Context: an optimization exercise on an open-source flow, tuned for small area. The choices shown serve that exercise and are no tape-out recipe.
Only simulation tests tie the RTL to the original design; equivalence was not proved.
Power and IR drop assume default switching activity.

## v48
Design TINYCPU, start of the top module:
module TINYCPU(
	output wire [7:0] ram_addr,
	output wire [7:0] ram_wdat,
	input wire [7:0] ram_rdat,
	output wire ram_rd_,ram_wr_,
	output wire [7:0] rom_addr,
	input wire [23:0] rom_data,
	input wire clk,rst_
);
Settings: LEC_CHECK=0, CAP_MARGIN=20, CORE_MARGIN=2, CORE_UTILIZATION=40, SETUP_SLACK_MARGIN=0.3, SLEW_MARGIN=20; clock period 7.0 ns.
standard.sh (not shown) runs the stock make flow with config.mk's settings and CLKGATE_MAP_FILE= SYNTH_SCRIPT=/design/flow/synth_recipe.tcl, a recipe that flattens the netlist after the stock synthesis.
==> flow/flow/run.sh <==
#!/bin/bash
# Standard ORFS layout via the standard.sh, with these changes:
#  - synthesis is synth_recipe.tcl unchanged except that ABC maps the
#    combinational logic with an area-oriented script (flow/area.abc) and
#    without a222oi_1 (its pins leave met1 spacing violations after
#    detailed routing); the flip-flops are mapped before ABC runs, so they
#    are the same cells with the same names as in the standard synthesis
#  - no extraction of full/half adder cells before ABC (fa_1/ha_1 carry
#    chains are slow and ABC cannot restructure them)
#  - ports are buffered with buf_1 instead of the slow clkdlybuf4s50_1
#  - CTS with clkbuf_4 only and no dummy loads
set -euo pipefail
W=$(pwd)
sed "s#log_cmd abc {\*}\$abc_args#log_cmd abc {*}[lreplace \$abc_args 1 1 $W/flow/area.abc] -dont_use sky130_fd_sc_hd__a222oi_1#" \
  "$FLOW_HOME/scripts/synth.tcl" > "$W/synth_area.tcl"
grep -q "flow/area.abc" "$W/synth_area.tcl"
sed "s#source \$::env(SCRIPTS_DIR)/synth.tcl#source $W/synth_area.tcl#" \
  "$W/synth_recipe.tcl" > "$W/my_synth.tcl"
grep -q "synth_area.tcl" "$W/my_synth.tcl"
bash standard.sh SYNTH_SCRIPT="$W/my_synth.tcl" \
  ADDER_MAP_FILE= \
  GPL_TIMING_DRIVEN=1 \
  GPL_KEEP_OVERFLOW=0 \
  SETUP_SLACK_MARGIN=0 \
  "BUFFER_PORTS_ARGS=-buffer_cell sky130_fd_sc_hd__buf_1" \
  "CTS_ARGS=-sink_clustering_enable -repair_clock_nets -dont_use_dummy_load -buf_list sky130_fd_sc_hd__clkbuf_4" \
  finish > "$W/standard.log" 2>&1
==> flow/flow/area.abc <==
strash
&get -n
&dch -f
&nf -R 1000 -C 32 -F 8
&put
strash
dch -f
&get -n
&nf -R 1000 -a -C 32 -A 4
&put
v48 finished every stage and its layout cleared the timing, design-rule and antenna checks.
> inputs changed (v48 -> v51)
--- a/flow/flow/run.sh
+++ b/flow/flow/run.sh
@@ -11,0 +12 @@
+#  - a denser floorplan for shorter wires
@@ -22,3 +23,4 @@
-  GPL_TIMING_DRIVEN=1 \
-  GPL_KEEP_OVERFLOW=0 \
-  SETUP_SLACK_MARGIN=0 \
+  GPL_TIMING_DRIVEN=0 \
+  SETUP_SLACK_MARGIN=0.1 \
+  CORE_UTILIZATION=65 \
+  PLACE_DENSITY=0.72 \
Notes after the runs:
- Looking at the reports, v51 completed the entire flow and the layout it produced met the timing, design-rule and antenna checks.
- Sort v48 and v51 by multi-input combinational area share desc -> top: v51
- v48 and v51 ended up with roughly the same maximum clock skew at final layout.
- The met2 track demand over resource number comes out higher for v51 vs v48.
- Compared to v48, v51 has met1 global-route usage 18 points higher.
- Min transition time of the tightest slew-check pin across v48 and v51: v48
## Diff of input files: v50 against v51
--- a/flow/flow/run.sh
+++ b/flow/flow/run.sh
@@ -12 +11,0 @@
-#  - a denser floorplan for shorter wires
@@ -23 +22,2 @@
-  GPL_TIMING_DRIVEN=0 \
+  GPL_TIMING_DRIVEN=1 \
+  GPL_KEEP_OVERFLOW=0 \
@@ -25,2 +24,0 @@
-  CORE_UTILIZATION=65 \
-  PLACE_DENSITY=0.72 \
In the tables for v50 and v51, number of global-route vias before repair reads lower with v50.
Comparing v50 against v51, there is no change at all in adder and majority cell fraction of the synthesized area.
Measured against each other, v50 and v51 differ in logic gate share of total power, the higher figure coming from v51.
v51 has lower worst setup slack after placement than v50.
Taking v51 as the reference, in v50 worst slack on hold paths increased by 7.8 ps relative to the old numbers; proportion of cell area occupied by multi-input gates decreased by 0.90 points relative to the old numbers; power increased by 0.66% relative to the old numbers; sequential share of cell area decreased by 0.27 points relative to the old numbers.
v50: routed wire length per instance is about 0.5% higher than what v51 reported.
On number of well taps: between v50 and v51, it ends up higher for v50.
Relative to v51, the cell count after placement measured on v50 has increased by a little under 10%.
Changes in v12 relative to v50:
--- a/flow/flow/run.sh
+++ b/flow/flow/run.sh
@@ -11,0 +12 @@
+#  - a denser floorplan for shorter wires
@@ -24,0 +26,2 @@
+  CORE_UTILIZATION=65 \
+  PLACE_DENSITY=0.72 \
Notes after the runs:
Row arrival time of data at the critical path endpoint: v12 higher / v50 lower. v12 vs v50: utilization up. In the flow results for v50 and v12, the period utilization is larger on v12.


== lane 1 ==
TINYCPU again, from the RTL that the note above started with.
==> flow/config.mk <==
export PLATFORM = sky130hd
export DESIGN_NAME = TINYCPU
export DESIGN_NICKNAME = TINYCPU
export VERILOG_FILES = /design/flow/design.v
export SDC_FILE = /design/flow/constraint.sdc
export NUM_CORES = 4
export LEC_CHECK = 0
export CAP_MARGIN = 20
export CORE_MARGIN = 2
export CORE_UTILIZATION = 40
export SETUP_SLACK_MARGIN = 0.3
export SLEW_MARGIN = 20
==> flow/constraint.sdc <==
create_clock -name core_clock -period 7.0 [get_ports {clk}]
set_input_delay 1.4000 -clock core_clock [delete_from_list [all_inputs] [get_ports {clk}]]
set_output_delay 1.4000 -clock core_clock [all_outputs]
set_load 0.01 [all_outputs]
==> flow/flow/run.sh <==
#!/bin/bash
# Standard ORFS layout via the standard.sh, with these changes:
#  - synthesis is synth_recipe.tcl unchanged except that ABC maps the
#    combinational logic with an area-oriented script (flow/area.abc) and
#    without a222oi_1 (its pins leave met1 spacing violations after
#    detailed routing); the flip-flops are mapped before ABC runs, so they
#    are the same cells with the same names as in the standard synthesis
#  - no extraction of full/half adder cells before ABC (fa_1/ha_1 carry
#    chains are slow and ABC cannot restructure them)
#  - ports are buffered with buf_1 instead of the slow clkdlybuf4s50_1
#  - CTS with clkbuf_4 only and no dummy loads
set -euo pipefail
W=$(pwd)
sed "s#log_cmd abc {\*}\$abc_args#log_cmd abc {*}[lreplace \$abc_args 1 1 $W/flow/area.abc] -dont_use sky130_fd_sc_hd__a222oi_1#" \
  "$FLOW_HOME/scripts/synth.tcl" > "$W/synth_area.tcl"
grep -q "flow/area.abc" "$W/synth_area.tcl"
sed "s#source \$::env(SCRIPTS_DIR)/synth.tcl#source $W/synth_area.tcl#" \
  "$W/synth_recipe.tcl" > "$W/my_synth.tcl"
grep -q "synth_area.tcl" "$W/my_synth.tcl"
bash standard.sh SYNTH_SCRIPT="$W/my_synth.tcl" \
  ADDER_MAP_FILE= \
  GPL_TIMING_DRIVEN=1 \
  GPL_KEEP_OVERFLOW=0 \
  SETUP_SLACK_MARGIN=0.05 \
  "BUFFER_PORTS_ARGS=-buffer_cell sky130_fd_sc_hd__buf_1" \
  "CTS_ARGS=-sink_clustering_enable -repair_clock_nets -dont_use_dummy_load -buf_list sky130_fd_sc_hd__clkbuf_4" \
  finish > "$W/standard.log" 2>&1
Scripts as last shown in full above: flow/flow/area.abc
Changes in lane 2 relative to lane 1:
--- a/flow/flow/run.sh
+++ b/flow/flow/run.sh
@@ -11,2 +11,3 @@
 #  - CTS with clkbuf_4 only and no dummy loads
+#  - a denser floorplan for shorter wires
 set -euo pipefail
@@ -21,5 +22,6 @@
   ADDER_MAP_FILE= \
-  GPL_TIMING_DRIVEN=1 \
-  GPL_KEEP_OVERFLOW=0 \
-  SETUP_SLACK_MARGIN=0.05 \
+  GPL_TIMING_DRIVEN=0 \
+  SETUP_SLACK_MARGIN=0.1 \
+  CORE_UTILIZATION=50 \
+  PLACE_DENSITY=0.65 \
   "BUFFER_PORTS_ARGS=-buffer_cell sky130_fd_sc_hd__buf_1" \
## What came out
Against lane 1, total placed cells including tap cells in lane 2 fell by a few percent.
From lane 1 to lane 2 the numbers moved as follows: wire length of the first global-routing pass now smaller, maximum frequency now smaller, final total power now smaller, count of flip-flops with a built-in enable after synthesis comparable.
Combinational gate power | lane 2 below lane 1

static timing again, ports no longer ideal:
Ports are ideal in the flow. The routed layouts listed here were re-timed in OpenROAD.
Step 1, drivers: a clkbuf_16 drives clk and a buf_2 each remaining input, both assumed.
Step 2, shift: input delay + t, output delay - t, t = (earliest + latest rising clock arrival at the registers) / 2. This alone moves slack from input paths to output paths.
Three values: ideal, step 1, step 2; two values: the first two.
run | shift t [ns] | setup WS [ns] | slew at the worst register clock pin (ns) | cell pins on the clock port's net
v48 | 0.442 | 0.209 / 0.180 / 0.180 | 0.11 / 0.11 | 1
v51 | 0.446 | 0.180 / 0.161 / 0.161 | 0.12 / 0.12 | 1
v50 | 0.442 | 0.225 / 0.196 / 0.196 | 0.11 / 0.11 | 1
v12 | 0.433 | 0.173 / 0.145 / 0.145 | 0.12 / 0.12 | 1
lane 1 | 0.448 | 0.228 / 0.199 / 0.199 | 0.12 / 0.12 | 1
lane 2 | 0.441 | 0.168 / 0.149 / 0.149 | 0.12 / 0.12 | 1
After both steps every run listed still meets setup and hold.
